From an optimization exercise on the open Yosys and OpenROAD flow, aimed at small area, a short achievable clock period and few clock cycles per item; shortcuts taken in it are not production practice.
At most, simulation tests tie the RTL to the original design; equivalence was not proved.
No functional check of the RTL was part of runs 7 to 9.
Power figures rest on the tool's default switching activity, not on a simulated workload.

==> design/flow/design.v <==
module xillybus_wrapper (
    input         ap_clk,
    input         ap_rst,
    input  [31:0] in_r_dout,
    input         in_r_empty_n,
    output        in_r_read,
    output [31:0] out_r_din,
    input         out_r_full_n,
    output        out_r_write
);
    localparam K = 6;
    function [1:0] step3(input [1:0] m, input b);
        case ({m, b})
            3'b000: step3 = 2'd0;
            3'b001: step3 = 2'd1;
            3'b010: step3 = 2'd2;
            3'b011: step3 = 2'd0;
            3'b100: step3 = 2'd1;
            3'b101: step3 = 2'd2;
            default: step3 = 2'bxx;
        endcase
    endfunction
    wire [7:0] R = in_r_dout[23:16];
    wire [7:0] G = in_r_dout[15:8];
    wire [7:0] B = in_r_dout[7:0];
    wire [9:0] sum = R + G + B;
    reg [1:0] mt [K:10];
    reg [7:K] qt;
    integer i;
    always @* begin
        mt[10] = 2'd0;
        for (i = 9; i >= K; i = i - 1) mt[i] = step3(mt[i+1], sum[i]);
        for (i = K; i < 8; i = i + 1) qt[i] = mt[i+1][1] | (mt[i+1][0] & sum[i]);
    end
    reg          vld;
    reg  [7:K]   qh;      
    reg  [1:0]   mh;      
    reg  [K-1:0] sl;      
    wire ready = ~vld | out_r_full_n;
    assign in_r_read   = in_r_empty_n & ready;
    assign out_r_write = vld & out_r_full_n;
    always @(posedge ap_clk) begin
        if (ap_rst) vld <= 1'b0;
        else if (ready) vld <= in_r_empty_n;
        if (ready) begin
            qh <= qt;
            mh <= mt[K];
            sl <= sum[K-1:0];
        end
    end
    reg [1:0] m [0:K];
    reg [K-1:0] ql;
    always @* begin
        m[K] = mh;
        for (i = K - 1; i >= 0; i = i - 1) m[i] = step3(m[i+1], sl[i]);
        for (i = 0; i < K; i = i + 1) ql[i] = m[i+1][1] | (m[i+1][0] & sl[i]);
    end
    assign out_r_din = {24'd0, qh, ql};
endmodule
==> design/flow/flow/run.sh <==
#!/bin/bash
# Standard ORFS layout with two changes: every port buffer starts as a
# sky130_fd_sc_hd__buf_1 (the resizer may still resize it), and the constant
# outputs share the one tie cell synthesis made instead of one tie cell each.
set -euo pipefail
bash standard.sh SKIP_REPAIR_TIE_FANOUT=1 \
  "BUFFER_PORTS_ARGS=-buffer_cell sky130_fd_sc_hd__buf_1" finish > standard_flow.log 2>&1
==> design/flow/standard.sh <==
#!/bin/bash
# synth_recipe.tcl (not shown) runs the flow's synth.tcl, then flattens the netlist and writes it again
# the make line also repeats each setting of config.mk as NAME=value (left out here)
make -C /OpenROAD-flow-scripts/flow DESIGN_CONFIG=/design/flow/config.mk WORK_HOME=/design/flow/orfs CLKGATE_MAP_FILE= SYNTH_SCRIPT=/design/flow/synth_recipe.tcl "${@:-finish}"
==> design/flow/config.mk <==
export PLATFORM = sky130hd
export DESIGN_NAME = xillybus_wrapper
export DESIGN_NICKNAME = xillybus_wrapper
export VERILOG_FILES = /design/flow/design.v
export SDC_FILE = /design/flow/constraint.sdc
export NUM_CORES = 4
export LEC_CHECK = 0
export ABC_AREA = 1
export CAP_MARGIN = 20
export CORE_AREA = 2.3 2.72 58.42 59.84
export DIE_AREA = 0 0 60.5 62.2
export SETUP_SLACK_MARGIN = 3.4
export SLEW_MARGIN = 20
==> design/flow/constraint.sdc <==
create_clock -name core_clock -period 7.0 [get_ports {ap_clk}]
set_input_delay 1.4000 -clock core_clock [delete_from_list [all_inputs] [get_ports {ap_clk}]]
set_output_delay 1.4000 -clock core_clock [all_outputs]
set_load 0.01 [all_outputs]
==> impl_metrics.tcl, run 1 <==
set metrics [dict create \
    drt-initial-drc-count 40 \
    die_y_um 62.2 \
    die_x_um 60.5 \
    final_layout_size_suffix_gt1_share_pct 8.72 \
    period_needed_ps 3370 \
    routed_wirelength_um 1840 \
    firstDrtPassIters 4 \
    fin_tns_setup_ps 0 \
    max_stage_delay_ps 470 \
    crit_fanout 3 \
    fillers 333 \
    num-nets-final 248 \
    htree_num_levels 1 \
    area_growth_pct 3.28 \
    setup_slack_ps 3630 \
    worst-path-buf-inv 3 \
    synth_top_area_share_pct 21.9 \
    setup-violations-final 0 \
    max_freq_mhz 297 \
    synth.area.top_cells "edfxtp_1 (22%), fa_1 (13%), buf_4 (13%)" \
    cts_sinks 11 \
    crit_top_cell "nand2_1" \
    io_buffers 37 \
    core_area_sq_um 3210 \
    ioPinCount 70 \
    synthesis.area_sq_um 1370 \
    grt_util_all_layers_pct 11.3 \
    outcome "complete, no violations" \
    final_antenna_net_count 0 \
    p_per_area_nw_per_um2 340 \
    yosys_warnings 3 \
    period_share_pct 48.1 \
    fin_skew_ps 0.645 \
    die_area_sq_um 3760 \
    grt_pass1_vias 925 \
    cts_root_buf "clkbuf_4" \
    end_kind "register" \
    maxCapViolCount 0 \
    worstPathCellList "buf_1 -> fa_1 -> ha_1 -> fa_2 -> nand3_1 -> nand2_2 -> nand2_1 -> nand2_1 -> nand2_1 -> nand2_1 -> inv_1 -> nand3_1 -> nand2_2 -> inv_2 -> nand3_1 -> nand2_1" \
    area.sequential_sq_um 320 \
    grt_overflow 0 \
    arrival_ps 3390 \
    post-place-ws_ps 3280 \
    synth_seq_cells 11 \
    tritoncts "built" \
    synth_nets 230 \
    place_hpwl_um 1660 \
    netlist-cell-type-count 22 \
    vias 1073 \
    required_ps 7020 \
    critPathSlowestCell "fa_1" \
    viasPerCell 4.45 \
    hold_class "reg -> reg" \
    seq_area_frac_synth_pct 23.4 \
    path_class "in -> reg" \
    wire_per_inst_um 7.63 \
    place_congestion 0.792 \
    start_kind "input pin" \
    rsz0062_at_grt "false" \
    synth_area_per_cell_sq_um 7.70 \
    path_clk_slew_ps 60 \
    initial_core_util_pct 42.8 \
    drv_slew 0 \
    grt_antenna_before_repair 0 \
    clock_path_buffers 2 \
    p_leak_nw 0.714 \
    finalHoldViolCount 0 \
    reg2reg_slack_ps 6010 \
    irDropWorstVdd_mv 0.0934 \
    clock_latency_ps 260 \
    cp_top_family "adder cells" \
    synth_area_leader_cell "edfxtp_1" \
    rows 21 \
    grt_max_degree 25 \
    hold_buffers 0 \
    cts_made_buffers 3 \
    drc 0 \
    antenna_cells 0 \
    grt_pass1_wl_um 3380 \
    synthCells 178 \
    multi_input_area_sq_um 764 \
]
==> final cells by class <==
cell class	count	area share [%]
Multi-Input combinational cell	114	54.0
Sequential cell	11	22.6
Timing Repair Buffer	37	9.81
Inverter	29	7.69
Tap cell	46	4.06
Clock buffer	4	1.86
==> power by group <==
group | switching, mW | total, mW | internal (mW)
Combinational | 0.206 | 0.321 | 0.115
Sequential | 0.0158 | 0.119 | 0.103
Clock | 0.0191 | 0.0412 | 0.0220
==> flip-flops by register name, summed over array words and instances (netlist names) <==
signal,cells
sl,6
mh,2
qh,2
vld,1
==> repair_timing <==
action,CTS,global route
resized for setup,0,1
buffers inserted,0,0
endpoints found under the setup margin,0,1
==> logic make-up after synthesis <==
logic type | count (synthesis) | synth area share [%]
compound gates | 12 | 4.56
xor+xnor | 4 | 2.55
other cells | 1 | 0.273
buf+inv | 53 | 21.1
simple gates | 81 | 28.6
flops | 11 | 23.4
fa+ha+maj | 16 | 19.5
==> cell usage after synthesis, drive strengths merged <==
cell type  instances
buf               24
a21oi              6
dfxtp              1
conb               1
inv               29
o211ai             1
nand3             21
nand3b             1
edfxtp            10
nor2               1
o21ai              5
nand4              5
nand2             53
xor2               4
ha                 7
fa                 9
==> final timing paths <==
check	from	to	cells past startpoint
max	in_r_dout[1]	mh[0]	16
min	vld	vld	2
max reg2reg	vld	sl[0]	1
min reg2reg	vld	vld	2
==> per-layer routing <==
layer,GRT usage (%),vias up,wire [um]
met5,0,-,0
met3,1.67,4,146
met1,13.5,464,825
met4,6.52,0,44
li1,-,579,-
met2,18.6,26,822
==> stage by stage <==
stage	total power [mW]	instance area, sq um	instances	utilization, %	hold slack [ps]
after floorplan	0.384	1370	178	-	709
after global placement	0.446	1390	237	43.3	802
after detailed placement	0.446	1390	237	43.3	817
after CTS	0.489	1410	241	44.1	822
after global routing	0.546	1420	241	44.2	900
final	0.481	1420	241	44.2	802
==> cells in the final DEF, fill, tap and decap left out, drive strengths merged, types with 4 or more instances in the layout <==
master	n
xor2	4
clkbuf	4
fa	9
nand3	21
nand4	5
ha	7
inv	29
nand2	53
edfxtp	10
buf	37
o21ai	5
a21oi	6
Testbench counts, summed over its fixed seeds: cycles 8,008, items 8,000.
==> run 2: changes to the inputs <==
--- a/design/flow/config.mk
+++ b/design/flow/config.mk
@@ -9,5 +9,5 @@
 export CAP_MARGIN = 20
 export CORE_AREA = 2.3 2.72 58.42 59.84
 export DIE_AREA = 0 0 60.5 62.2
-export SETUP_SLACK_MARGIN = 3.4
+export SETUP_SLACK_MARGIN = 3.55
 export SLEW_MARGIN = 20
==> run 2 against run 1 <==
  * Register-to-register slack is essentially flat
  * Sequential cell count is the same
  * Final area grew 2.6%
  * Synthesized cell count is the same
  * Clock power is essentially flat
  * Still clean on timing, DRC and antenna
  * Critical endpoint unchanged
  * Highest routed layer unchanged
==> impl_metrics.tcl, run 2 <==
set metrics [dict create \
    period_needed_ps 3290 \
    required_ps 7020 \
    cts_sinks 11 \
    path_clk_slew_ps 70 \
    top_regs "sl (6), mh (2), qh (2)" \
    final_cell_count_no_fill 243 \
    end_kind "register" \
    firstDrtPassIters 4 \
    hold_buffers 0 \
    fin_skew_ps 2.36 \
    max_stage_delay_ps 480 \
    rows 21 \
    synth.area.top_cells "edfxtp_1 (22%), fa_1 (13%), buf_4 (13%)" \
    clock_latency_ps 260 \
    arrival_ps 3310 \
    hold_class "reg -> reg" \
    rsz0062_at_grt "false" \
    worst-path-buf-inv 3 \
    p_per_area_nw_per_um2 339 \
    synth_top_family_by_area "simple AND/OR/NAND/NOR gates" \
    grt_util_all_layers_pct 11.3 \
    grt_pass1_vias 914 \
    routed_wirelength_um 2010 \
    dp_cells 237 \
    drc 0 \
    htree_num_levels 1 \
    netlist-cell-type-count 22 \
    async_flop_share_pct 0 \
    grt_max_degree 25 \
    max_freq_mhz 304 \
    grt_pass1_wl_um 3390 \
    crit_top_cell "nand2_2" \
    place_hpwl_um 1760 \
    cts_root_buf "clkbuf_4" \
    crit_fanout 3 \
    fin_tns_setup_ps 0 \
    core_area_sq_um 3210 \
    die_area_sq_um 3760 \
    wire_per_inst_um 8.27 \
    num-nets-final 250 \
    yosys_warnings 3 \
    synth_area_leader_cell "edfxtp_1" \
    final_antenna_net_count 0 \
    p_leak_nw 0.726 \
    worstPathCellList "buf_1 -> fa_1 -> ha_2 -> fa_2 -> nand3_2 -> nand2_2 -> nand2_2 -> o211ai_1 -> inv_1 -> nand3_1 -> nand2_2 -> inv_2 -> nand3_1 -> nand2_1" \
    most-common-layout-cells "nand2_1 (42), buf_1 (37), inv_1 (26)" \
    synth_edf_count 10 \
    area_growth_pct 5.93 \
    tritoncts "built" \
    grt_overflow 0 \
    largest_reg_flops 6 \
    synthCells 178 \
    layout.cells.most_common "nand2_1" \
    synthesis.area_sq_um 1370 \
    die_x_um 60.5 \
    antenna_cells 0 \
    top_register "sl" \
    outcome "complete, no violations" \
    critPathSlowestCell "fa_1" \
    synth_top_area_share_pct 21.9 \
    cts_made_buffers 3 \
    final_layout_size_suffix_gt1_share_pct 13.7 \
    post_dp_cell_area_sq_um 1390 \
    synthFlopType "edfxtp_1" \
    maxCapViolCount 0 \
    cp_top_family "adder cells" \
    clock_path_buffers 2 \
    synth_common_cells "nand2_1 (45), inv_1 (27), buf_4 (24)" \
    finalHoldViolCount 0 \
    initial_core_util_pct 42.8 \
    synth_nets 230 \
    vias 1082 \
    path_class "in -> reg" \
    synth_seq_cells 11 \
    io_buffers 37 \
    synthMuxAreaShare_pct 0 \
    viasPerCell 4.45 \
    synthXorXnorAreaFrac_pct 2.55 \
    irDropWorstVdd_mv 0.0956 \
    period_share_pct 47.0 \
    synth-compound-area-share_pct 4.56 \
    die_y_um 62.2 \
    fillers 352 \
    synth_area_per_cell_sq_um 7.70 \
    fin_area_sq_um 1450 \
    seq_area_frac_synth_pct 23.4 \
    place_congestion 0.791 \
    ioPinCount 70 \
    drv_slew 0 \
    drt-initial-drc-count 36 \
    grt_antenna_before_repair 0 \
    synth_most_common_cell "nand2_1" \
    synth_fa_ha_area_share_pct 19.5 \
    synthSimpleGateAreaFrac_pct 28.6 \
    setup-violations-final 0 \
    start_kind "input pin" \
]
==> run 2: stage by stage <==
stage          utilization [%]  hold slack (ps)  setup slack [ps]  total power, mW
2_1_floorplan                -              709              3570            0.384
3_3_place_gp              43.4              805              3340            0.446
3_5_place_dp              43.4              812              3330            0.449
4_1_cts                   44.2              822              3610            0.491
5_1_grt                   45.3              894              3560            0.551
6_report                  45.3              802              3710            0.493
==> run 2: layout make-up <==
cell class	count	area, sq um	area share, %
Sequential cell	11	320	22.0
Inverter	29	109	7.49
Clock inverter	1	5.00	0.345
Tap cell	46	57.6	3.96
Clock buffer	3	22.5	1.55
Timing Repair Buffer	39	154	10.6
Multi-Input combinational cell	114	785	54.0
==> run 2: power by group <==
part	internal (mW)	switching, mW	total, mW	leakage (nW)
Combinational	0.120	0.213	0.332	0.594
Clock	0.0211	0.0198	0.0409	0.0177
Sequential	0.103	0.0165	0.120	0.115
Total	0.244	0.249	0.493	0.726
==> run 2: worst min-delay path, stage by stage, from the launching register on <==
cell and delay (ps):
dfxtp_1 320, nand2_1 330, a21oi_1 110
==> run 2: path summary, 6_finish.rpt <==
path	startpoint	to	slack, ps	cells after the start
min reg2reg	vld	vld	800	2
max	in_r_dout[1]	mh[0]	3710	14
max reg2reg	vld	mh[1]	6010	1
min	vld	vld	800	2
==> run 2: logic make-up after synthesis <==
| group | Yosys count |
|---|---|
| AND/OR/NAND/NOR | 81 |
| other | 1 |
| adder cells (fa/ha/maj) | 16 |
| AO/OA/AOI/OAI | 12 |
| XOR/XNOR | 4 |
| flip-flops | 11 |
| buffers and inverters | 53 |
==> run 2: metal layers <==
layer | wire (um) | vias up | track usage [%]
li1 | - | 582 | -
met1 | 869 | 472 | 13.5
met2 | 1020 | 26 | 19.7
met3 | 93 | 2 | 1.25
met4 | 27 | 0 | 4.89
met5 | 0 | - | 0
==> run 2: timing repair <==
item                       CTS  global route
gates resized for setup      0             7
setup endpoints to repair    0             3
buffers inserted             0             2
==> run 3: changes to the inputs <==
--- a/design/flow/config.mk
+++ b/design/flow/config.mk
@@ -9,5 +9,5 @@
 export CAP_MARGIN = 20
 export CORE_AREA = 2.3 2.72 58.42 59.84
 export DIE_AREA = 0 0 60.5 62.2
-export SETUP_SLACK_MARGIN = 3.55
+export SETUP_SLACK_MARGIN = 3.5
 export SLEW_MARGIN = 20
==> run 3 against run 2 <==
  * Still clean
  * Sequential power about the same
  * Final area down 1.1%
  * Final cell count down 0.41%
  * Core utilization down 0.51 points
  * Largest cell class unchanged
==> impl_metrics.tcl, run 3 <==
set metrics [dict create \
    grt_util_all_layers_pct 11.3 \
    antenna_cells 0 \
    async_flop_share_pct 0 \
    drt-initial-drc-count 54 \
    grt_pass1_vias 925 \
    start_kind "input pin" \
    period_share_pct 47.2 \
    setup-violations-final 0 \
    die_area_sq_um 3760 \
    comb_power_share_pct 67.1 \
    arrival_ps 3330 \
    clkPwrFrac_pct 8.4 \
    worstPathCellList "buf_1 -> fa_1 -> ha_2 -> fa_2 -> nand3_1 -> nand2_2 -> nand2_1 -> o211ai_1 -> inv_1 -> nand3_1 -> nand2_2 -> inv_2 -> nand3_1 -> nand2_1" \
    place_hpwl_um 1660 \
    initial_core_util_pct 42.8 \
    place_congestion 0.792 \
    grt_pass1_wl_um 3380 \
    rows 21 \
    irDropWorstVdd_mv 0.0934 \
    max_stage_delay_ps 470 \
    seq_area_frac_synth_pct 23.4 \
    die_x_um 60.5 \
    top_register "sl" \
    synth.area.top_cells "edfxtp_1 (22%), fa_1 (13%), buf_4 (13%)" \
    drv_slew 0 \
    p_seq_share_pct 24.5 \
    htree_num_levels 1 \
    switching_share_pct 50.1 \
    synth_common_cells "nand2_1 (45), inv_1 (27), buf_4 (24)" \
    top_regs "sl (6), mh (2), qh (2)" \
    post-place-ws_ps 3280 \
    required_ps 7020 \
    cts_root_buf "clkbuf_4" \
    fillers 329 \
    io_buffers 37 \
    netlist-cell-type-count 22 \
    largest_reg_flops 6 \
    hold_class "reg -> reg" \
    clock_path_buffers 2 \
    multi_input_area_sq_um 777 \
    synth_area_leader_cell "edfxtp_1" \
    viasPerCell 4.45 \
    vias 1076 \
    path_class "in -> reg" \
    synthFlopType "edfxtp_1" \
    cts_made_buffers 3 \
    synth_nets 230 \
    max_freq_mhz 303 \
    fin_skew_ps 1.18 \
    crit_top_cell "nand3_1" \
    final_antenna_net_count 0 \
    core_area_sq_um 3210 \
    drc 0 \
    cts_sinks 11 \
    grt_overflow 0 \
    yosys_warnings 3 \
    cp_top_family "adder cells" \
    grt_antenna_before_repair 0 \
    critPathSlowestCell "fa_1" \
    power.internal_mw 0.243 \
    synth_seq_cells 11 \
    fin_tns_setup_ps 0 \
    routed_wirelength_um 1860 \
    final_layout_size_suffix_gt1_share_pct 11.7 \
    clock_latency_ps 260 \
    num-nets-final 249 \
    finalHoldViolCount 0 \
    layout.cells.most_common "nand2_1" \
    path_clk_slew_ps 60 \
    ioPinCount 70 \
    end_kind "register" \
    firstDrtPassIters 4 \
    die_y_um 62.2 \
    crit_fanout 3 \
    setup_slack_ps 3700 \
    p_switching_mw 0.244 \
    synth_edf_count 10 \
    synthesis.area_sq_um 1370 \
    outcome "complete, no violations" \
    maxCapViolCount 0 \
    grt_max_degree 25 \
    wire_per_inst_um 7.69 \
    rsz0062_at_grt "false" \
    tritoncts "built" \
    area_growth_pct 4.74 \
    period_needed_ps 3300 \
    synth_most_common_cell "nand2_1" \
    synth_top_area_share_pct 21.9 \
    area.sequential_sq_um 320 \
    p_per_area_nw_per_um2 339 \
    p_leak_nw 0.717 \
    synth_area_per_cell_sq_um 7.70 \
    synthCells 178 \
    worst-path-buf-inv 3 \
    most-common-layout-cells "nand2_1 (43), buf_1 (37), inv_1 (26)" \
]
## run 3: cell count changes in the layout (fill, tap and decap cells not counted)
cell	before	now
buf_4	2	1
clkbuf_1	0	1
clkinv_2	1	0
nand2_1	42	43
nand2_2	9	8
nand3_1	17	18
nand3_2	4	3
## run 3: final timing paths
kind | cells after the start | startpoint | end | slack, ps
max | 14 | in_r_dout[1] | mh[0] | 3700
min reg2reg | 2 | vld | vld | 800
max reg2reg | 1 | vld | sl[0] | 6010
min | 2 | vld | vld | 800
## run 3: repair_timing
| action | 4_1_cts | 5_1_grt |
|---|---|---|
| buffers inserted | 0 | 1 |
| hold buffers | 0 | 0 |
| endpoints found under the setup margin | 0 | 3 |
| resized for setup | 0 | 6 |
## run 3: kinds of logic after synthesis
logic type	synth area share, %
compound gates	4.56
xor+xnor	2.55
fa+ha+maj	19.5
buf+inv	21.1
flops	23.4
other cells	0.273
simple gates	28.6
## run 3: metrics by stage
| step | area, sq um | std cells | total power, mW | hold WS [ps] | utilization (%) |
|---|---|---|---|---|---|
| after floorplan | 1370 | 178 | 0.384 | 709 | - |
| after global placement | 1390 | 237 | 0.446 | 802 | 43.3 |
| after detailed placement | 1390 | 237 | 0.446 | 817 | 43.3 |
| after CTS | 1410 | 241 | 0.489 | 822 | 44.1 |
| after global routing | 1440 | 242 | 0.551 | 898 | 44.8 |
| final | 1440 | 242 | 0.486 | 800 | 44.8 |
## run 3: worst min-delay path, stage by stage, from the launching register on
cell	delay, ps
dfxtp_1	320
nand2_1	330
a21oi_1	110
## run 3: routing by layer
metal  wire [um]  global-route usage (%)  up-vias
met5           0                       0        -
met4          44                    6.52        0
met3         146                    1.67        4
met2         833                    18.6       26
met1         836                    13.5      464
li1            -                       -      582
## run 3: cell type report
class                           instances  share of cell area (%)
Inverter                               29                    7.58
Sequential cell                        11                    22.3
Clock buffer                            4                    1.83
Timing Repair Buffer                   38                    10.2
Tap cell                               46                    4.01
Multi-Input combinational cell        114                    54.1
## run 3: power groups by stage
stage | combinational [mW] | clock (mW) | sequential (mW)
2_1_floorplan | 0.263 | 0 | 0.121
5_1_grt | 0.383 | 0.0448 | 0.123
3_3_place_gp | 0.325 | 0 | 0.121
3_5_place_dp | 0.325 | 0 | 0.121
6_report | 0.326 | 0.0411 | 0.119
4_1_cts | 0.326 | 0.0431 | 0.119
==> run 4: changes to the inputs <==
--- a/design/flow/config.mk
+++ b/design/flow/config.mk
@@ -9,5 +9,6 @@
 export CAP_MARGIN = 20
 export CORE_AREA = 2.3 2.72 58.42 59.84
 export DIE_AREA = 0 0 60.5 62.2
+export GPL_TIMING_DRIVEN = 0
 export SETUP_SLACK_MARGIN = 3.5
 export SLEW_MARGIN = 20
==> run 4 against run 3 <==
  * Synthesized area did not move
  * Highest routed layer unchanged
  * Clock skew up 1.4 ps
  * Total power rose by 1.9%
  * Routed wire length rose by 18%
  * Critical path depth is 2 higher
  * Register-to-register slack is essentially flat
  * Still clean on timing, DRC and antenna
  * Die area stayed put
  * Fmax is 1.8% lower
  * Core utilization is 5.2 points higher
  * Count of clock-buffer cells in the layout did not move
  * Setup slack got worse by 59 ps
==> impl_metrics.tcl, run 4 <==
set metrics [dict create \
    synthMuxAreaShare_pct 0 \
    reg2reg_slack_ps 6000 \
    synth_top_area_share_pct 21.9 \
    drt-initial-drc-count 37 \
    synth_edf_count 10 \
    synthXorXnorAreaFrac_pct 2.55 \
    drc 0 \
    place_congestion 0.784 \
    grt_util_all_layers_pct 12.4 \
    p_leak_nw 0.844 \
    synth.area.top_cells "edfxtp_1 (22%), fa_1 (13%), buf_4 (13%)" \
    synth_area_leader_cell "edfxtp_1" \
    grt_overflow 0 \
    setup-violations-final 0 \
    final_layout_size_suffix_gt1_share_pct 19.6 \
    max_freq_mhz 297 \
    fin_skew_ps 2.60 \
    holdCritStartpoint "vld" \
    synthSimpleGateAreaFrac_pct 28.6 \
    path_class "in -> reg" \
    synth_most_common_cell "nand2_1" \
    area_growth_pct 16.8 \
    synth_top_family_by_area "simple AND/OR/NAND/NOR gates" \
    hold_end "vld" \
    yosys_warnings 3 \
    tritoncts "built" \
    comb_power_share_pct 67.8 \
    p_switching_mw 0.246 \
    dp_cells 261 \
    routed_wirelength_um 2190 \
    grt_max_degree 25 \
    vias 1149 \
    initial_core_util_pct 42.8 \
    wire_per_inst_um 8.28 \
    worstReg2RegStart "vld" \
    hold_buffers 0 \
    synth_fa_ha_area_share_pct 19.5 \
    htree_num_levels 1 \
    die_y_um 62.2 \
    rsz0062_at_grt "false" \
    die_x_um 60.5 \
    top_register "sl" \
    synth_common_cells "nand2_1 (45), inv_1 (27), buf_4 (24)" \
    clock_latency_ps 260 \
    cts_sinks 11 \
    synthCells 178 \
    start_kind "input pin" \
    final_cell_count_no_fill 265 \
    period_share_pct 48.0 \
    required_ps 7020 \
    place_hpwl_um 1960 \
    outcome "complete, no violations" \
    hold_class "reg -> reg" \
    synthesis.area_sq_um 1370 \
    end_kind "register" \
    reg2reg_to "mh[1]" \
    reg2reg_depth 1 \
    netlist-cell-type-count 22 \
    largest_reg_flops 6 \
    arrival_ps 3380 \
    grt_pass1_wl_um 3750 \
    cts_root_buf "clkbuf_4" \
    p_seq_share_pct 24.1 \
    drv_slew 0 \
    viasPerCell 4.34 \
    min_delay_path_depth 2 \
    die_area_sq_um 3760 \
    synth-compound-area-share_pct 4.56 \
    grt_pass1_vias 982 \
    synth_area_per_cell_sq_um 7.70 \
    period_needed_ps 3360 \
    irDropWorstVdd_mv 0.0902 \
    synthFlopType "edfxtp_1" \
    switching_share_pct 49.6 \
    io_buffers 37 \
    maxCapViolCount 0 \
    crit_fanout 3 \
    worst_hold_slack_ps 827 \
    path_clk_slew_ps 60 \
    final_antenna_net_count 0 \
    core_area_sq_um 3210 \
    most-common-layout-cells "nand2_1 (44), buf_1 (37), inv_1 (27)" \
    power.internal_mw 0.250 \
    num-nets-final 272 \
    finalHoldViolCount 0 \
    p_per_area_nw_per_um2 309 \
    top_regs "sl (6), mh (2), qh (2)" \
    antenna_cells 0 \
    synth_seq_cells 11 \
    fin_tns_setup_ps 0 \
    fin_util_pct 50.0 \
    grt_antenna_before_repair 0 \
    async_flop_share_pct 0 \
    clkPwrFrac_pct 8.1 \
    ioPinCount 70 \
    firstDrtPassIters 4 \
    cts_made_buffers 3 \
    critPathLaunch "in_r_dout[1]" \
    seq_area_frac_synth_pct 23.4 \
    synth_nets 230 \
    layout.cells.most_common "nand2_1" \
    rows 21 \
    clock_path_buffers 2 \
]
-- run 4: cell counts after synthesis --
Identical to the previous run, type by type.
-- run 4: worst max-delay path by stage --
stage                 end  slack [ps]  depth (start not counted)
detailed placement  mh[0]        3270                         14
floorplan           mh[0]        3520                         15
global placement    mh[0]        3280                         16
finish              mh[0]        3640                         16
global route        mh[0]        3520                         16
CTS                 mh[0]        3540                         16
-- run 4: worst max-delay path: stages --
cell,delay (ps)
buf_1,90
fa_1,480
ha_2,220
fa_2,350
nand3_1,100
nand2_2,90
nand2_2,70
nand2_1,40
nand2_1,60
nand2_1,60
inv_1,80
nand3_1,90
nand2_2,90
inv_2,40
nand3_1,60
nand2_1,50
-- run 4: final cells by class --
class                   instances  area, sq um
inverters                      29          109
plain buffers                  24          180
fillers                       335         1600
repair buffers                 37          139
multi-input cells             114          769
clock buffers                   4         26.3
flip-flops and latches         11          320
well taps                      46         57.6
-- run 4: power groups by stage --
stage	Clock [mW]	Combinational [mW]	Sequential (mW)
global route	0.0454	0.392	0.123
floorplan	0	0.263	0.121
detailed placement	0	0.338	0.121
global placement	0	0.336	0.121
CTS	0.0413	0.339	0.120
finish	0.0403	0.336	0.119
-- run 4: what timing repair did --
| action | 4_1_cts | 5_1_grt |
|---|---|---|
| endpoints found under the hold margin | 0 | 0 |
| setup buffers | 0 | 0 |
| setup endpoints to repair | 0 | 3 |
| resized for setup | 0 | 3 |
-- run 4: metrics by stage --
step / area (sq um) / setup slack (ps) / power [mW]
finish: 1600 / 3640 / 0.495
global route: 1600 / 3520 / 0.560
CTS: 1590 / 3540 / 0.500
detailed placement: 1570 / 3270 / 0.459
global placement: 1570 / 3280 / 0.456
floorplan: 1370 / 3520 / 0.384
-- run 4: kinds of logic after synthesis --
logic type / count (synthesis)
XOR/XNOR: 4
other: 1
AND/OR/NAND/NOR: 81
flip-flops: 11
adder cells (fa/ha/maj): 16
buffers and inverters: 53
AO/OA/AOI/OAI: 12
-- run 4: routing by layer --
metal / wire, um / global-route usage (%)
met5: 0 / 0
met2: 1040 / 20.8
met1: 955 / 15.9
met3: 161 / 1.25
met4: 37 / 4.89
==> run 5: changes to the inputs <==
--- a/design/flow/config.mk
+++ b/design/flow/config.mk
@@ -9,6 +9,6 @@
 export CAP_MARGIN = 20
 export CORE_AREA = 2.3 2.72 58.42 59.84
 export DIE_AREA = 0 0 60.5 62.2
-export GPL_TIMING_DRIVEN = 0
 export SETUP_SLACK_MARGIN = 3.5
 export SLEW_MARGIN = 20
+export TNS_END_PERCENT = 0
==> run 5 against run 4 <==
  * Still clean
  * First-iteration DRC count increased by 46%
  * Critical path depth decreased by 2
  * Sequential cell count unchanged
  * Global-route usage decreased by 1.1 points
  * Worst hold slack got worse by 26 ps
  * Largest cell class unchanged
  * Highest routed layer unchanged
==> impl_metrics.tcl, run 5 <==
set metrics [dict create \
    synth_top_area_share_pct 21.9 \
    vias 1076 \
    clock_latency_ps 260 \
    cts_root_buf "clkbuf_4" \
    comb_power_share_pct 67.1 \
    drv_slew 0 \
    most-common-layout-cells "nand2_1 (43), buf_1 (37), inv_1 (26)" \
    p_switching_mw 0.244 \
    area_growth_pct 4.74 \
    grt_util_all_layers_pct 11.3 \
    grt_pass1_wl_um 3380 \
    cts_made_buffers 3 \
    grt_max_degree 25 \
    p_leak_nw 0.717 \
    top_register "sl" \
    reg2reg_to "sl[0]" \
    post-place-ws_ps 3280 \
    setup-violations-final 0 \
    seq_area_frac_synth_pct 23.4 \
    die_area_sq_um 3760 \
    synth.area.top_cells "edfxtp_1 (22%), fa_1 (13%), buf_4 (13%)" \
    crit_end "mh[0]" \
    p_seq_share_pct 24.5 \
    grt_overflow 0 \
    path_clk_slew_ps 60 \
    synth_most_common_cell "nand2_1" \
    io_buffers 37 \
    viasPerCell 4.45 \
    largest_reg_flops 6 \
    worstReg2RegStart "vld" \
    routed_wirelength_um 1860 \
    fillers 329 \
    grt_antenna_before_repair 0 \
    synth_area_per_cell_sq_um 7.70 \
    firstDrtPassIters 4 \
    setup_slack_ps 3700 \
    drc 0 \
    htree_num_levels 1 \
    ioPinCount 70 \
    period_share_pct 47.2 \
    start_kind "input pin" \
    tritoncts "built" \
    place_hpwl_um 1660 \
    end_kind "register" \
    num-nets-final 249 \
    period_needed_ps 3300 \
    synth_common_cells "nand2_1 (45), inv_1 (27), buf_4 (24)" \
    hold_class "reg -> reg" \
    die_x_um 60.5 \
    synth_edf_count 10 \
    place_congestion 0.792 \
    max_freq_mhz 303 \
    final_antenna_net_count 0 \
    synthesis.area_sq_um 1370 \
    synthCells 178 \
    required_ps 7020 \
    die_y_um 62.2 \
    arrival_ps 3330 \
    yosys_warnings 3 \
    path_class "in -> reg" \
    reg2reg_slack_ps 6010 \
    core_area_sq_um 3210 \
    fin_tns_setup_ps 0 \
    fin_skew_ps 1.18 \
    clock_path_buffers 2 \
    synthFlopType "edfxtp_1" \
    irDropWorstVdd_mv 0.0934 \
    rows 21 \
    netlist-cell-type-count 22 \
    drt-initial-drc-count 54 \
    synth_nets 230 \
    rsz0062_at_grt "false" \
    finalHoldViolCount 0 \
    antenna_cells 0 \
    wire_per_inst_um 7.69 \
    critPathLaunch "in_r_dout[1]" \
    p_per_area_nw_per_um2 339 \
    power.internal_mw 0.243 \
    synth_area_leader_cell "edfxtp_1" \
    synth_seq_cells 11 \
    crit_fanout 3 \
    top_regs "sl (6), mh (2), qh (2)" \
    maxCapViolCount 0 \
    clkPwrFrac_pct 8.4 \
    async_flop_share_pct 0 \
    reg2reg_depth 1 \
    grt_pass1_vias 925 \
    initial_core_util_pct 42.8 \
    final_layout_size_suffix_gt1_share_pct 11.7 \
    switching_share_pct 50.1 \
    outcome "complete, no violations" \
    cts_sinks 11 \
    layout.cells.most_common "nand2_1" \
]
==> run 5: cell counts after synthesis <==
No cell type changed its count.
==> run 5: worst max-delay path: stages <==
cell	delay [ps]
buf_1	90
fa_1	470
ha_2	200
fa_2	340
nand3_1	100
nand2_2	90
nand2_1	70
o211ai_1	130
inv_1	110
nand3_1	90
nand2_2	100
inv_2	40
nand3_1	50
nand2_1	50
==> run 5: routing by layer <==
| metal | routed length [um] | vias to the layer above | track usage, % |
|---|---|---|---|
| met4 | 44 | 0 | 6.52 |
| met1 | 836 | 464 | 13.5 |
| li1 | - | 582 | - |
| met2 | 833 | 26 | 18.6 |
| met5 | 0 | - | 0 |
| met3 | 146 | 4 | 1.67 |
==> run 5: layout make-up <==
class	instances	area, sq um	area share, %
repair buffers	38	146	10.2
well taps	46	57.6	4.01
multi-input cells	114	777	54.1
flip-flops and latches	11	320	22.3
clock buffers	4	26.3	1.83
inverters	29	109	7.58
==> run 5: worst min path at each step <==
stage,depth (start not counted),start,slack (ps),endpoint
4_1_cts,2,vld,820,vld
3_3_place_gp,2,vld,800,vld
2_1_floorplan,2,vld,710,vld
6_report,2,vld,800,vld
3_5_place_dp,2,vld,820,vld
5_1_grt,2,vld,900,vld
==> run 5: what timing repair did <==
item,in CTS,in global routing
hold buffers,0,0
resized for setup,0,6
setup buffers,0,1
endpoints found under the setup margin,0,3
==> run 5: metrics by stage <==
step                util [%]  hold WS [ps]  total power [mW]  instances  cell area [sq um]
floorplan                  -           709             0.384        178               1370
global placement        43.3           802             0.446        237               1390
detailed placement      43.3           817             0.446        237               1390
CTS                     44.1           822             0.489        241               1410
global route            44.8           898             0.551        242               1440
finish                  44.8           800             0.486        242               1440
==> run 5: cells by family after synthesis <==
kind of cell / share of synthesized area, %
adders and majority gates: 19.5
buffers and inverters: 21.1
AOI/OAI and AO/OA: 4.56
xor gates and xnor gates: 2.55
other: 0.273
DFF: 23.4
and+or+nand+nor: 28.6
==> run 5: power by group through the flow <==
| stage | Combinational [mW] | Sequential (mW) | Clock (mW) |
|---|---|---|---|
| global placement | 0.325 | 0.121 | 0 |
| detailed placement | 0.325 | 0.121 | 0 |
| global route | 0.383 | 0.123 | 0.0448 |
| CTS | 0.326 | 0.119 | 0.0431 |
| finish | 0.326 | 0.119 | 0.0411 |
| floorplan | 0.263 | 0.121 | 0 |
==> run 6: changes to the inputs <==
--- a/design/flow/config.mk
+++ b/design/flow/config.mk
@@ -6,9 +6,8 @@
 export NUM_CORES = 4
 export LEC_CHECK = 0
 export ABC_AREA = 1
-export CAP_MARGIN = 20
+export CAP_MARGIN = 0
 export CORE_AREA = 2.3 2.72 58.42 59.84
 export DIE_AREA = 0 0 60.5 62.2
 export SETUP_SLACK_MARGIN = 3.5
-export SLEW_MARGIN = 20
-export TNS_END_PERCENT = 0
+export SLEW_MARGIN = 0
==> run 6 against run 5 <==
  * First-iteration DRC count did not move
  * Final cell count did not move
  * Non-clock buffer count did not move
  * Clock power barely moved
  * Setup slack did not move
  * Synthesized cell count did not move
  * Core utilization did not move
  * Final area did not move
  * Sequential share of layout area did not move
  * Worst hold slack did not move
  * Via count did not move
  * Largest cell class unchanged
==> impl_metrics.tcl, run 6 <==
set metrics [dict create \
    arrival_ps 3330 \
    drv_slew 0 \
    cts_sinks 11 \
    initial_core_util_pct 42.8 \
    reg2reg_slack_ps 6010 \
    p_leak_nw 0.717 \
    synthFlopType "edfxtp_1" \
    area_growth_pct 4.74 \
    vias 1076 \
    post-place-ws_ps 3280 \
    fillers 329 \
    synth_common_cells "nand2_1 (45), inv_1 (27), buf_4 (24)" \
    synth_seq_cells 11 \
    viasPerCell 4.45 \
    synthesis.area_sq_um 1370 \
    setup_slack_ps 3700 \
    yosys_warnings 3 \
    finalHoldViolCount 0 \
    synthCells 178 \
    max_stage_delay_ps 470 \
    fin_area_sq_um 1440 \
    top_regs "sl (6), mh (2), qh (2)" \
    crit_end "mh[0]" \
    fin_skew_ps 1.18 \
    path_clk_slew_ps 60 \
    maxCapViolCount 0 \
    final_cell_count_no_fill 242 \
    p_total_mw 0.486 \
    seq_area_frac_synth_pct 23.4 \
    reg2reg_to "sl[0]" \
    fin_tns_setup_ps 0 \
    worstPathCellList "buf_1 -> fa_1 -> ha_2 -> fa_2 -> nand3_1 -> nand2_2 -> nand2_1 -> o211ai_1 -> inv_1 -> nand3_1 -> nand2_2 -> inv_2 -> nand3_1 -> nand2_1" \
    hold_class "reg -> reg" \
    cp_top_family "adder cells" \
    die_y_um 62.2 \
    grt_pass1_vias 925 \
    clock_latency_ps 260 \
    top_register "sl" \
    required_ps 7020 \
    crit_fanout 3 \
    routed_wirelength_um 1860 \
    final_antenna_net_count 0 \
    netlist-cell-type-count 22 \
    worst_hold_slack_ps 800 \
    end_kind "register" \
    dp_cells 237 \
    period_needed_ps 3300 \
    setup-violations-final 0 \
    path_class "in -> reg" \
    critPathSlowestCell "fa_1" \
    worstReg2RegStart "vld" \
    worst-path-buf-inv 3 \
    most-common-layout-cells "nand2_1 (43), buf_1 (37), inv_1 (26)" \
    synth_area_leader_cell "edfxtp_1" \
    htree_num_levels 1 \
    rsz0062_at_grt "false" \
    wire_per_inst_um 7.69 \
    die_x_um 60.5 \
    drt-initial-drc-count 54 \
    drc 0 \
    firstDrtPassIters 4 \
    largest_reg_flops 6 \
    grt_antenna_before_repair 0 \
    place_congestion 0.792 \
    irDropWorstVdd_mv 0.0934 \
    grt_overflow 0 \
    grt_pass1_wl_um 3380 \
    synth_nets 230 \
    reg2reg_depth 1 \
    die_area_sq_um 3760 \
    p_per_area_nw_per_um2 339 \
    async_flop_share_pct 0 \
    antenna_cells 0 \
    period_share_pct 47.2 \
    post_dp_cell_area_sq_um 1390 \
    synth_most_common_cell "nand2_1" \
    critPathLaunch "in_r_dout[1]" \
    synth_edf_count 10 \
    hold_buffers 0 \
    synth_area_per_cell_sq_um 7.70 \
    grt_util_all_layers_pct 11.3 \
    cts_made_buffers 3 \
    place_hpwl_um 1660 \
    clock_path_buffers 2 \
    max_freq_mhz 303 \
    io_buffers 37 \
    num-nets-final 249 \
    grt_max_degree 25 \
    layout.cells.most_common "nand2_1" \
    outcome "complete, no violations" \
    rows 21 \
    fin_util_pct 44.8 \
    core_area_sq_um 3210 \
    start_kind "input pin" \
    synth_top_area_share_pct 21.9 \
    cts_root_buf "clkbuf_4" \
    final_layout_size_suffix_gt1_share_pct 11.7 \
    crit_top_cell "nand3_1" \
    ioPinCount 70 \
    synth.area.top_cells "edfxtp_1 (22%), fa_1 (13%), buf_4 (13%)" \
    cp.depth 14 \
    tritoncts "built" \
]
==> run 6: logic make-up (layout without fill, tap and decap cells) <==
kind of cell	after synthesis	after routing	synth area share [%]
AND/OR/NAND/NOR	81	81	28.6
buffers and inverters	53	71	21.1
adder cells (fa/ha/maj)	16	16	19.5
AO/OA/AOI/OAI	12	12	4.56
flip-flops	11	11	23.4
XOR/XNOR	4	4	2.55
other	1	1	0.273
==> run 6: routing by layer <==
layer | GRT usage [%] | vias to the layer above | part of all wire (%)
met2 | 18.6 | 26 | 45
met3 | 1.67 | 4 | 7.8
met5 | 0 | - | 0
met4 | 6.52 | 0 | 2.4
met1 | 13.5 | 464 | 45
li1 | - | 582 | -
==> run 6: worst min path at each step <==
| stage | start | endpoint | cells past startpoint |
|---|---|---|---|
| floorplan | vld | vld | 2 |
| global placement | vld | vld | 2 |
| detailed placement | vld | vld | 2 |
| CTS | vld | vld | 2 |
| global route | vld | vld | 2 |
| finish | vld | vld | 2 |
==> run 6: cell type report <==
class / count / area, sq um / area share [%]
timing repair buffer: 38 / 146 / 10.2
clock buffer: 4 / 26.3 / 1.83
multi-input combinational: 114 / 777 / 54.1
tap: 46 / 57.6 / 4.01
inverter: 29 / 109 / 7.58
sequential: 11 / 320 / 22.3
==> run 6: worst min-delay path: stages (launching register included) <==
cell	delay (ps)
dfxtp_1	320
nand2_1	330
a21oi_1	110
==> run 6: power breakdown <==
group | switching (mW) | leakage, nW | total, mW | internal (mW)
logic | 0.209 | 0.588 | 0.326 | 0.117
clock network | 0.0190 | 0.0150 | 0.0411 | 0.0220
registers | 0.0158 | 0.115 | 0.119 | 0.103
==> run 6: timing repair <==
item | in CTS | in global routing
setup buffers | 0 | 1
endpoints found under the setup margin | 0 | 3
resized for setup | 0 | 6
endpoints found under the hold margin | 0 | 0
==> run 7: changes to the inputs <==
--- a/design/flow/design.v
+++ b/design/flow/design.v
@@ -17,7 +17,7 @@
             3'b011: step3 = 2'd0;
             3'b100: step3 = 2'd1;
             3'b101: step3 = 2'd2;
-            default: step3 = 2'bxx;
+            default: step3 = 2'd0;
         endcase
     endfunction
     wire [7:0] R = in_r_dout[23:16];
--- a/design/flow/config.mk
+++ b/design/flow/config.mk
@@ -6,8 +6,8 @@
 export NUM_CORES = 4
 export LEC_CHECK = 0
 export ABC_AREA = 1
-export CAP_MARGIN = 0
+export CAP_MARGIN = 20
 export CORE_AREA = 2.3 2.72 58.42 59.84
 export DIE_AREA = 0 0 60.5 62.2
 export SETUP_SLACK_MARGIN = 3.5
-export SLEW_MARGIN = 0
+export SLEW_MARGIN = 20
==> run 7 against run 6 <==
  * Synthesized cell count stayed put
  * Sequential share of layout area is 0.27 points lower
  * Core utilization up 0.55 points
  * Final cell count is 0.41% higher
  * Critical endpoint unchanged
  * Still clean on timing, DRC and antenna
  * Clock skew barely moved
==> impl_metrics.tcl, run 7 <==
set metrics [dict create \
    top_regs "sl (6), mh (2), qh (2)" \
    die_area_sq_um 3760 \
    power.internal_mw 0.245 \
    reg2reg_depth 1 \
    rows 21 \
    arrival_ps 3360 \
    synth_most_common_cell "nand2_1" \
    hold_end "vld" \
    cts_sinks 11 \
    p_switching_mw 0.248 \
    switching_share_pct 50.4 \
    wire_per_inst_um 8.21 \
    synth_nets 230 \
    synth_top_area_share_pct 21.9 \
    grt_pass1_wl_um 3550 \
    drt-initial-drc-count 39 \
    synth_seq_cells 11 \
    grt_max_degree 25 \
    yosys_warnings 3 \
    clock_latency_ps 260 \
    htree_num_levels 1 \
    die_x_um 60.5 \
    reg2reg_to "sl[0]" \
    largest_reg_flops 6 \
    tritoncts "built" \
    rsz0062_at_grt "false" \
    async_flop_share_pct 0 \
    grt_overflow 0 \
    antenna_cells 0 \
    setup-violations-final 0 \
    max_freq_mhz 299 \
    critPathLaunch "in_r_dout[17]" \
    cts_root_buf "clkbuf_4" \
    p_per_area_nw_per_um2 339 \
    num-nets-final 250 \
    initial_core_util_pct 42.8 \
    synth_area_leader_cell "edfxtp_1" \
    holdCritStartpoint "vld" \
    routed_wirelength_um 2000 \
    finalHoldViolCount 0 \
    p_total_mw 0.493 \
    final_layout_size_suffix_gt1_share_pct 12.7 \
    end_kind "register" \
    synthFlopType "edfxtp_1" \
    ioPinCount 70 \
    netlist-cell-type-count 22 \
    p_seq_share_pct 24.2 \
    path_class "in -> reg" \
    fin_util_pct 45.4 \
    crit_fanout 3 \
    drv_slew 0 \
    die_y_um 62.2 \
    fillers 365 \
    post-place-ws_ps 3270 \
    maxCapViolCount 0 \
    setup_slack_ps 3660 \
    hold_buffers 0 \
    synth_edf_count 10 \
    period_share_pct 47.7 \
    vias 1073 \
    fin_skew_ps 1.62 \
    place_hpwl_um 1720 \
    worst_hold_slack_ps 807 \
    required_ps 7020 \
    synth_area_per_cell_sq_um 7.70 \
    clock_path_buffers 2 \
    synthCells 178 \
    multi_input_area_sq_um 787 \
    irDropWorstVdd_mv 0.0798 \
    most-common-layout-cells "nand2_1 (43), buf_1 (37), inv_1 (26)" \
    seq_area_frac_synth_pct 23.4 \
    cts_made_buffers 3 \
    grt_util_all_layers_pct 11.7 \
    grt_antenna_before_repair 0 \
    outcome "complete, no violations" \
    grt_pass1_vias 937 \
    area.sequential_sq_um 320 \
    top_register "sl" \
    viasPerCell 4.42 \
    firstDrtPassIters 4 \
    drc 0 \
    synth_common_cells "nand2_1 (45), inv_1 (27), buf_4 (24)" \
    hold_class "reg -> reg" \
    path_clk_slew_ps 60 \
    synth.area.top_cells "edfxtp_1 (22%), fa_1 (13%), buf_4 (13%)" \
    clkPwrFrac_pct 8.4 \
    place_congestion 0.792 \
    fin_tns_setup_ps 0 \
    final_antenna_net_count 0 \
    start_kind "input pin" \
    io_buffers 37 \
    p_leak_nw 0.725 \
    synthesis.area_sq_um 1370 \
    comb_power_share_pct 67.5 \
    area_growth_pct 6.02 \
    min_delay_path_depth 2 \
    core_area_sq_um 3210 \
    worstReg2RegStart "vld" \
    reg2reg_slack_ps 6000 \
    layout.cells.most_common "nand2_1" \
    period_needed_ps 3340 \
]
run 7: power by group through the flow:
stage,Sequential [mW],Combinational (mW),Clock (mW)
after CTS,0.120,0.327,0.0417
after global routing,0.123,0.392,0.0430
final,0.119,0.333,0.0413
after detailed placement,0.121,0.326,0
after global placement,0.120,0.325,0
after floorplan,0.121,0.263,0
run 7: metrics by stage:
stage	area (sq um)	cells
finish	1450	243
global placement	1390	237
detailed placement	1390	237
floorplan	1370	178
global route	1450	243
CTS	1410	241
run 7: timing repair:
item	4_1_cts	5_1_grt
setup buffers	0	2
gates resized for setup	0	8
setup endpoints to repair	0	3
run 7: worst max path at each step:
stage | slack (ps) | end | cells after the start
global placement | 3280 | mh[0] | 14
global route | 3460 | mh[0] | 14
floorplan | 3520 | mh[0] | 15
CTS | 3540 | mh[0] | 16
finish | 3660 | mh[0] | 14
detailed placement | 3270 | mh[0] | 16
run 7: cells by family after synthesis:
family | count (synthesis) | synth area share [%]
AOI/OAI and AO/OA | 12 | 4.56
xor gates and xnor gates | 4 | 2.55
buffers and inverters | 53 | 21.1
adders and majority gates | 16 | 19.5
other | 1 | 0.273
DFF | 11 | 23.4
and+or+nand+nor | 81 | 28.6
run 7: routing by layer:
metal  vias to the layer above  track usage [%]  wire (um)
met5                         -                0          0
met4                         0             4.89         38
met2                        33             20.0        999
li1                        581                -          -
met3                         4             1.46        105
met1                       455             14.6        851
run 7: worst max-delay path: stages:
cell     delay [ps]
buf_1            90
fa_1            480
ha_2            200
fa_2            370
nand3_2         110
nand2_4          70
nand2_2          70
nand3_1          70
nand2_2          90
nand3_1         130
nand2_2         130
inv_2            40
nand3_1          60
nand2_1          50
run 7: cell type report:
cell class / instances / share of cell area (%)
sequential: 11 / 22.0
inverter: 29 / 7.49
tap: 46 / 3.96
multi-input combinational: 114 / 54.1
clock buffer: 4 / 1.81
timing repair buffer: 39 / 10.6
==> run 8: changes to the inputs <==
--- a/design/flow/design.v
+++ b/design/flow/design.v
@@ -17,16 +17,35 @@
             3'b011: step3 = 2'd0;
             3'b100: step3 = 2'd1;
             3'b101: step3 = 2'd2;
-            default: step3 = 2'd0;
+            default: step3 = 2'bxx;
         endcase
     endfunction
+    integer i;
     wire [7:0] R = in_r_dout[23:16];
     wire [7:0] G = in_r_dout[15:8];
     wire [7:0] B = in_r_dout[7:0];
-    wire [9:0] sum = R + G + B;
+    wire [7:0] a = R ^ G ^ B;
+    wire [7:0] c = (R & G) | (R & B) | (G & B);
+    wire [8:1] x = {1'b0, a[7:1]};
+    wire [8:1] y = c[7:0];
+    wire [8:1] p = x ^ y;
+    reg  [9:1] cy;         
+    reg        t;
+    integer j, k;
+    always @* begin
+        cy[1] = 1'b0;
+        for (j = 1; j <= 8; j = j + 1) begin
+            cy[j+1] = 1'b0;
+            for (k = 1; k <= j; k = k + 1) begin
+                t = 1'b1;
+                for (i = j; i > k; i = i - 1) t = t & p[i];
+                cy[j+1] = cy[j+1] | (t & x[k] & y[k]);
+            end
+        end
+    end
+    wire [9:0] sum = {cy[9], p ^ cy[8:1], a[0]};
     reg [1:0] mt [K:10];
     reg [7:K] qt;
-    integer i;
     always @* begin
         mt[10] = 2'd0;
         for (i = 9; i >= K; i = i - 1) mt[i] = step3(mt[i+1], sum[i]);
==> run 8 against run 7 <==
  * Still clean on timing, DRC and antenna
  * Via count rose by 11%
  * Final cell count grew 14%
  * Sequential share of layout area fell by 2.8 points
  * Fmax shrank 3.2%
  * Sequential power about the same
  * Synthesized cell count rose by 18%
  * First-iteration DRC count grew 5.1%
  * Register-to-register slack about the same
  * Routed wire length rose by 6.0%
  * Sequential cell count stayed put
  * Global-route usage is 0.78 points higher
  * Critical path type unchanged
  * Critical endpoint is now mh[1]
  * Largest cell class unchanged
==> impl_metrics.tcl, run 8 <==
set metrics [dict create \
    die_x_um 60.5 \
    p_per_area_nw_per_um2 313 \
    area.sequential_sq_um 320 \
    grt_util_all_layers_pct 12.5 \
    grt_max_degree 25 \
    fin_skew_ps 4.31 \
    rows 21 \
    core_area_sq_um 3210 \
    seq_area_frac_synth_pct 21.5 \
    top_regs "sl (6), mh (2), qh (2)" \
    grt_overflow 0 \
    grt_pass1_vias 1016 \
    cts_sinks 11 \
    clock_latency_ps 260 \
    cts_made_buffers 3 \
    drv_slew 0 \
    io_buffers 37 \
    fillers 344 \
    tritoncts "built" \
    wire_per_inst_um 7.66 \
    path_class "in -> reg" \
    top_register "sl" \
    num-nets-final 282 \
    period_needed_ps 3450 \
    viasPerCell 4.30 \
    synthesis.area_sq_um 1490 \
    required_ps 7020 \
    dp_cells 269 \
    die_y_um 62.2 \
    synth_top_area_share_pct 20.2 \
    grt_antenna_before_repair 0 \
    area_growth_pct 11.8 \
    grt_pass1_wl_um 3760 \
    finalHoldViolCount 0 \
    final_layout_size_suffix_gt1_share_pct 21.3 \
    layout.cells.most_common "inv_1" \
    place_congestion 0.808 \
    die_area_sq_um 3760 \
    cts_root_buf "clkbuf_4" \
    synthCells 210 \
    firstDrtPassIters 4 \
    multi_input_area_sq_um 892 \
    synth.area.top_cells "edfxtp_1 (20%), inv_1 (14%), buf_4 (12%)" \
    largest_reg_flops 6 \
    start_kind "input pin" \
    final_cell_count_no_fill 276 \
    maxCapViolCount 0 \
    synth_edf_count 10 \
    path_clk_slew_ps 60 \
    irDropWorstVdd_mv 0.0781 \
    netlist-cell-type-count 26 \
    final_antenna_net_count 0 \
    end_kind "register" \
    hold_class "reg -> reg" \
    setup-violations-final 0 \
    synth_area_per_cell_sq_um 7.09 \
    htree_num_levels 1 \
    synthFlopType "edfxtp_1" \
    synth_most_common_cell "inv_1" \
    synth_seq_cells 11 \
    place_hpwl_um 1790 \
    fin_tns_setup_ps 0 \
    max_freq_mhz 290 \
    crit_fanout 5 \
    period_share_pct 49.3 \
    most-common-layout-cells "inv_1 (45), nand2_1 (37), buf_1 (36)" \
    ioPinCount 70 \
    drc 0 \
    drt-initial-drc-count 41 \
    rsz0062_at_grt "true" \
    synth_common_cells "inv_1 (55), nand2_1 (45), buf_4 (24)" \
    arrival_ps 3470 \
    outcome "complete, no violations" \
    antenna_cells 0 \
    p_leak_nw 0.857 \
    clock_path_buffers 2 \
    initial_core_util_pct 46.4 \
    synth_nets 261 \
    synth_area_leader_cell "edfxtp_1" \
    vias 1186 \
    yosys_warnings 3 \
    async_flop_share_pct 0 \
    routed_wirelength_um 2120 \
]
## run 8: final cells by class
| class | instances | area share, % |
|---|---|---|
| flip-flops and latches | 11 | 19.2 |
| repair buffers | 40 | 9.77 |
| inverters | 55 | 12.4 |
| clock buffers | 4 | 1.58 |
| well taps | 46 | 3.46 |
| multi-input cells | 120 | 53.6 |
## run 8: final timing paths
kind              endpoint     startpoint  cells past startpoint  slack [ps]
setup / recovery     mh[1]  in_r_dout[22]                     16        3550
hold / removal         vld            vld                      2         790
hold reg to reg        vld            vld                      2         790
setup reg to reg     sl[0]            vld                      1        6010
## run 8: per-stage QoR
step | setup slack [ps] | utilization (%) | total power [mW] | hold WS (ps) | instance area, sq um
2_1_floorplan | 3510 | - | 0.382 | 709 | 1500
3_3_place_gp | 3250 | 47.3 | 0.442 | 808 | 1520
3_5_place_dp | 3260 | 47.3 | 0.444 | 803 | 1520
4_1_cts | 3540 | 48.2 | 0.486 | 813 | 1540
5_1_grt | 3410 | 52.0 | 0.587 | 885 | 1670
6_report | 3550 | 52.0 | 0.522 | 792 | 1670
## run 8: cells by family after synthesis
family / count (synthesis) / synth area share, %
other: 1 / 0.252
AO/OA/AOI/OAI: 15 / 6.47
buffers and inverters: 79 / 26.0
adder cells (fa/ha/maj): 15 / 16.6
flip-flops: 11 / 21.5
AND/OR/NAND/NOR: 85 / 26.8
XOR/XNOR: 4 / 2.35
## run 8: report_power, final
part | internal, mW | leakage, nW | switching (mW) | total [mW]
combinational | 0.140 | 0.728 | 0.221 | 0.361
clock | 0.0220 | 0.0150 | 0.0187 | 0.0407
sequential | 0.103 | 0.114 | 0.0169 | 0.120
total | 0.265 | 0.857 | 0.257 | 0.522
## run 8: routing by layer
metal  track usage [%]  vias to the layer above  part of all wire (%)
met3              1.25                        2                   4.8
met4              6.52                        0                   1.3
met1              16.0                      498                    45
met2              20.4                       25                    49
met5                 0                        -                     0
li1                  -                      661                     -
## run 8: critical path: stages
cell and delay (ps):
buf_1 60, inv_1 50, fa_1 590, inv_2 60, ha_4 290, inv_2 40, nor3_2 160, nand4_1 190
nand3_1 140, nand2_2 70, nor2_4 130, nand2_2 80, nand2_2 70, nand2_2 50, nand2_1 50, nor2_1 40
## run 8: timing repair
item,CTS,global route
endpoints found under the hold margin,0,0
gates resized for setup,0,34
hold buffers,0,0
setup endpoints to repair,0,4
setup buffers,0,3
==> run 9: changes to the inputs <==
==> design/flow/design.v (replaced) <==
module xillybus_wrapper (
    input         ap_clk,
    input         ap_rst,
    input  [31:0] in_r_dout,
    input         in_r_empty_n,
    output        in_r_read,
    output [31:0] out_r_din,
    input         out_r_full_n,
    output        out_r_write
);
    localparam K = 7;
    function [1:0] step3(input [1:0] m, input b);
        case ({m, b})
            3'b000: step3 = 2'd0;
            3'b001: step3 = 2'd1;
            3'b010: step3 = 2'd2;
            3'b011: step3 = 2'd0;
            3'b100: step3 = 2'd1;
            3'b101: step3 = 2'd2;
            default: step3 = 2'bxx;
        endcase
    endfunction
    function [9-K:0] divtop(input [9-K:0] x);
        reg [1:0] m;
        reg [7:K] q;
        integer j;
        begin
            m = 2'd0;
            for (j = 9 - K; j >= 0; j = j - 1) begin
                if (j + K <= 7) q[j + K] = m[1] | (m[0] & x[j]);
                m = step3(m, x[j]);
            end
            divtop = {q, m};
        end
    endfunction
    wire [7:0] R = in_r_dout[23:16];
    wire [7:0] G = in_r_dout[15:8];
    wire [7:0] B = in_r_dout[7:0];
    wire [7:0] a = R ^ G ^ B;
    wire [7:0] c = (R & G) | (R & B) | (G & B);
    wire [K:0]   lo = {1'b0, a[K-1:0]} + {1'b0, c[K-2:0], 1'b0};
    wire [9-K:0] hi0 = {2'b00, a[7:K]} + {1'b0, c[7:K-1]};
    wire [9-K:0] hi1 = {2'b00, a[7:K]} + {1'b0, c[7:K-1]} + 1'b1;
    wire [9-K:0] d0 = divtop(hi0);
    wire [9-K:0] d1 = divtop(hi1);
    wire [9-K:0] dt = lo[K] ? d1 : d0;
    reg          vld;
    reg  [7:K]   qh;      
    reg  [1:0]   mh;      
    reg  [K-1:0] sl;      
    wire ready = ~vld | out_r_full_n;
    assign in_r_read   = in_r_empty_n & ready;
    assign out_r_write = vld & out_r_full_n;
    always @(posedge ap_clk) begin
        if (ap_rst) vld <= 1'b0;
        else if (ready) vld <= in_r_empty_n;
        if (ready) begin
            qh <= dt[9-K:2];
            mh <= dt[1:0];
            sl <= lo[K-1:0];
        end
    end
    reg [1:0] m [0:K];
    reg [K-1:0] ql;
    integer i;
    always @* begin
        m[K] = mh;
        for (i = K - 1; i >= 0; i = i - 1) m[i] = step3(m[i+1], sl[i]);
        for (i = 0; i < K; i = i + 1) ql[i] = m[i+1][1] | (m[i+1][0] & sl[i]);
    end
    assign out_r_din = {24'd0, qh, ql};
endmodule
--- a/design/flow/config.mk
+++ b/design/flow/config.mk
@@ -7,7 +7,7 @@
 export LEC_CHECK = 0
 export ABC_AREA = 1
 export CAP_MARGIN = 20
-export CORE_AREA = 2.3 2.72 58.42 59.84
-export DIE_AREA = 0 0 60.5 62.2
-export SETUP_SLACK_MARGIN = 3.5
+export CORE_AREA = 2.3 2.72 61.64 61.2
+export DIE_AREA = 0 0 64 64
+export SETUP_SLACK_MARGIN = 3.3
 export SLEW_MARGIN = 20
==> run 9 against run 8 <==
  * Worst hold slack better by 3.6 ps
  * Via count shrank 17%
  * Sequential power barely moved
  * First-iteration DRC count is 24% lower
  * Non-clock buffer count down 3
  * Synthesized cell count decreased by 21%
  * Die area grew 8.8%
  * Clock skew down 4.2 ps
  * Sequential share of layout area grew 3.1 points
==> impl_metrics.tcl, run 9 <==
set metrics [dict create \
    outcome "complete, no violations" \
    p_leak_nw 0.678 \
    top_regs "sl (7), mh (2)" \
    clock_path_buffers 2 \
    grtUsageMet3_pct 0.704 \
    synth_area_per_cell_sq_um 8.41 \
    firstDrtPassIters 5 \
    comb_power_share_pct 68.4 \
    cts_made_buffers 3 \
    setup-violations-final 0 \
    io_buffers 37 \
    synthesis.area_sq_um 1400 \
    switching_share_pct 49.4 \
    viasPerCell 4.32 \
    rsz0062_at_grt "false" \
    netlist-cell-type-count 29 \
    path_class "in -> reg" \
    synthFlopType "edfxtp_1" \
    holdCritStartpoint "vld" \
    routed_wirelength_um 1750 \
    p_per_area_nw_per_um2 350 \
    synthCells 166 \
    min_delay_path_depth 2 \
    fin_skew_ps 0.108 \
    end_kind "register" \
    final_layout_size_suffix_gt1_share_pct 10.4 \
    finalHoldViolCount 0 \
    gr-usage-met2_pct 17.3 \
    synth_top_area_share_pct 21.5 \
    cts_root_buf "clkbuf_4" \
    hold_class "reg -> reg" \
    post_cts_buffers 0 \
    seq_area_frac_synth_pct 22.9 \
    tritoncts "built" \
    period_share_pct 49.2 \
    reg2reg_depth 1 \
    num-nets-final 238 \
    clkPwrFrac_pct 7.9 \
    arrival_ps 3450 \
    die_y_um 64 \
    place_hpwl_um 1600 \
    period_needed_ps 3440 \
    layout.cells.most_common "buf_1" \
    grt_overflow 0 \
    place_congestion 0.752 \
    p_seq_share_pct 23.7 \
    grt-busiest-layer "met2" \
    grt_pass1_wl_um 3480 \
    crit_fanout 6 \
    post-place-ws_ps 3260 \
    synth_seq_cells 11 \
    top_register "sl" \
    fillers 353 \
    initial_core_util_pct 41.2 \
    setup_slack_ps 3560 \
    most-common-layout-cells "buf_1 (37), inv_1 (27), nand2_1 (22)" \
    fin_tns_setup_ps 0 \
    synth_common_cells "inv_1 (27), buf_4 (25), nand2_1 (22)" \
    final_antenna_net_count 0 \
    async_flop_share_pct 0 \
    core_area_sq_um 3390 \
    drv_slew 0 \
    start_kind "input pin" \
    grt_max_degree 25 \
    die_x_um 64 \
    drc 0 \
    grt_util_all_layers_pct 10.3 \
    reg2reg_to "sl[0]" \
    max_freq_mhz 291 \
    worstReg2RegStart "vld" \
    vias 986 \
    area_growth_pct 2.51 \
    maxCapViolCount 0 \
    required_ps 7010 \
    rows 21 \
    power.internal_mw 0.254 \
    wire_per_inst_um 7.69 \
    p_switching_mw 0.248 \
    antenna_cells 0 \
    clock_latency_ps 250 \
    synth_area_leader_cell "edfxtp_1" \
    grt_antenna_before_repair 0 \
    irDropWorstVdd_mv 0.0844 \
    grt_pass1_vias 948 \
    htree_num_levels 1 \
    path_clk_slew_ps 60 \
    synth_most_common_cell "inv_1" \
    die_area_sq_um 4100 \
    grt_use_met1_pct 13.0 \
    synth.area.top_cells "edfxtp_1 (22%), fa_1 (16%), buf_4 (13%)" \
    synth_edf_count 10 \
    hold_end "vld" \
    ioPinCount 70 \
    yosys_warnings 2 \
    drt-initial-drc-count 31 \
    postCtsResizedCells 0 \
    reg2reg_slack_ps 6010 \
    largest_reg_flops 7 \
    hold_buffers 0 \
    cts_sinks 11 \
    synth_nets 221 \
]
[run 9: cell types whose count changed in the layout (fill, tap and decap cells not counted), sizes merged, moves of 2 or more]
cell	before	now
inv	55	28
nand2	50	29
nor2	12	8
buf	40	37
fa	8	11
a211oi	0	2
nand4	6	4
o21bai	2	0
or2	0	2
[run 9: through the flow]
step / cells / util (%) / power, mW / hold WS (ps) / area [sq um]
finish: 228 / 42.2 / 0.501 / 796 / 1430
global route: 228 / 42.2 / 0.567 / 907 / 1430
CTS: 228 / 42.2 / 0.510 / 821 / 1430
detailed placement: 224 / 41.5 / 0.468 / 811 / 1410
global placement: 224 / 41.5 / 0.467 / 812 / 1410
floorplan: 166 / - / 0.404 / 709 / 1400
[run 9: worst max-delay path, cell delays in order]
cell     delay (ps)
buf_1            90
fa_1            470
ha_1            410
fa_1            560
inv_1            50
nor2_1          160
nor2_1           60
inv_1            70
o22ai_1          60
nand2_1          70
o31ai_1          60
[run 9: cells by family (layout without fill, tap and decap cells)]
| family | after synthesis | count (layout) | synth area share, % |
|---|---|---|---|
| AO/OA/AOI/OAI | 17 | 17 | 6.99 |
| XOR/XNOR | 4 | 4 | 2.51 |
| adder cells (fa/ha/maj) | 19 | 19 | 22.9 |
| buffers and inverters | 53 | 69 | 21.0 |
| flip-flops | 11 | 11 | 22.9 |
| other | 1 | 1 | 0.269 |
| AND/OR/NAND/NOR | 61 | 61 | 23.4 |
[run 9: area by class of cell]
class	instances	area, sq um	share of cell area [%]
inverter	28	105	7.34
timing repair buffer	37	139	9.70
multi-input combinational	102	783	54.7
clock buffer	4	26.3	1.84
sequential	11	320	22.4
tap	46	57.6	4.02
[run 9: worst max path at each step]
stage                            start    end  cells after the start
after floorplan           in_r_dout[7]  mh[0]                     10
after global placement    in_r_dout[7]  mh[0]                     11
after detailed placement  in_r_dout[7]  mh[0]                     11
after CTS                 in_r_dout[7]  mh[0]                     11
after global routing      in_r_dout[7]  mh[0]                     11
final                     in_r_dout[7]  mh[0]                     11
[run 9: routing by layer]
layer | vias to the layer above | share of wire (%)
met1 | 413 | 47
met3 | 2 | 7.4
li1 | 543 | -
met2 | 28 | 44
met4 | 0 | 1.5
met5 | - | 0
[run 9: power groups by stage]
stage                     clock (mW)  combinational (mW)  sequential (mW)
after floorplan                    0               0.287            0.117
after global placement             0               0.346            0.120
after detailed placement           0               0.347            0.121
after CTS                     0.0423               0.348            0.119
after global routing          0.0450               0.399            0.123
final                         0.0396               0.343            0.119

==> re-timing with driven ports <==
How much do the figures lean on ideal ports? The routed layouts below were timed once more, with nothing changed but the port constraints.
Step 1 sets driving cells, clkbuf_16 on the clock port and buf_2 on the other inputs (assumed; they add their load-dependent delay and slew).
Step 2 adds t to the input delays and takes it off the output delays; t is the mean of the earliest and latest rising clock arrival at the registers after step 1. Input paths then give back, and output paths get back, about the clock's delay inside the block.
a / b / c = ideal / step 1 / step 2; a / b = the first two.
run	t (ns)	slack for setup (ns)	worst register clock-pin slew, ns	worst data-port slew with drivers (ns)
run 1	0.282	3.635 / 3.632 / 3.350	0.06 / 0.06	0.03
run 2	0.280	3.708 / 3.708 / 3.428	0.07 / 0.07	0.03
run 3	0.282	3.697 / 3.694 / 3.412	0.06 / 0.06	0.03
run 4	0.279	3.638 / 3.638 / 3.359	0.06 / 0.06	0.03
run 5	0.282	3.697 / 3.694 / 3.412	0.06 / 0.06	0.03
run 6	0.282	3.697 / 3.694 / 3.412	0.06 / 0.06	0.03
run 7	0.280	3.660 / 3.660 / 3.381	0.06 / 0.06	0.03
run 8	0.278	3.549 / 3.547 / 3.270	0.06 / 0.06	0.03
run 9	0.274	3.559 / 3.559 / 3.285	0.06 / 0.06	0.03
After both steps setup and hold are still met in every run listed.
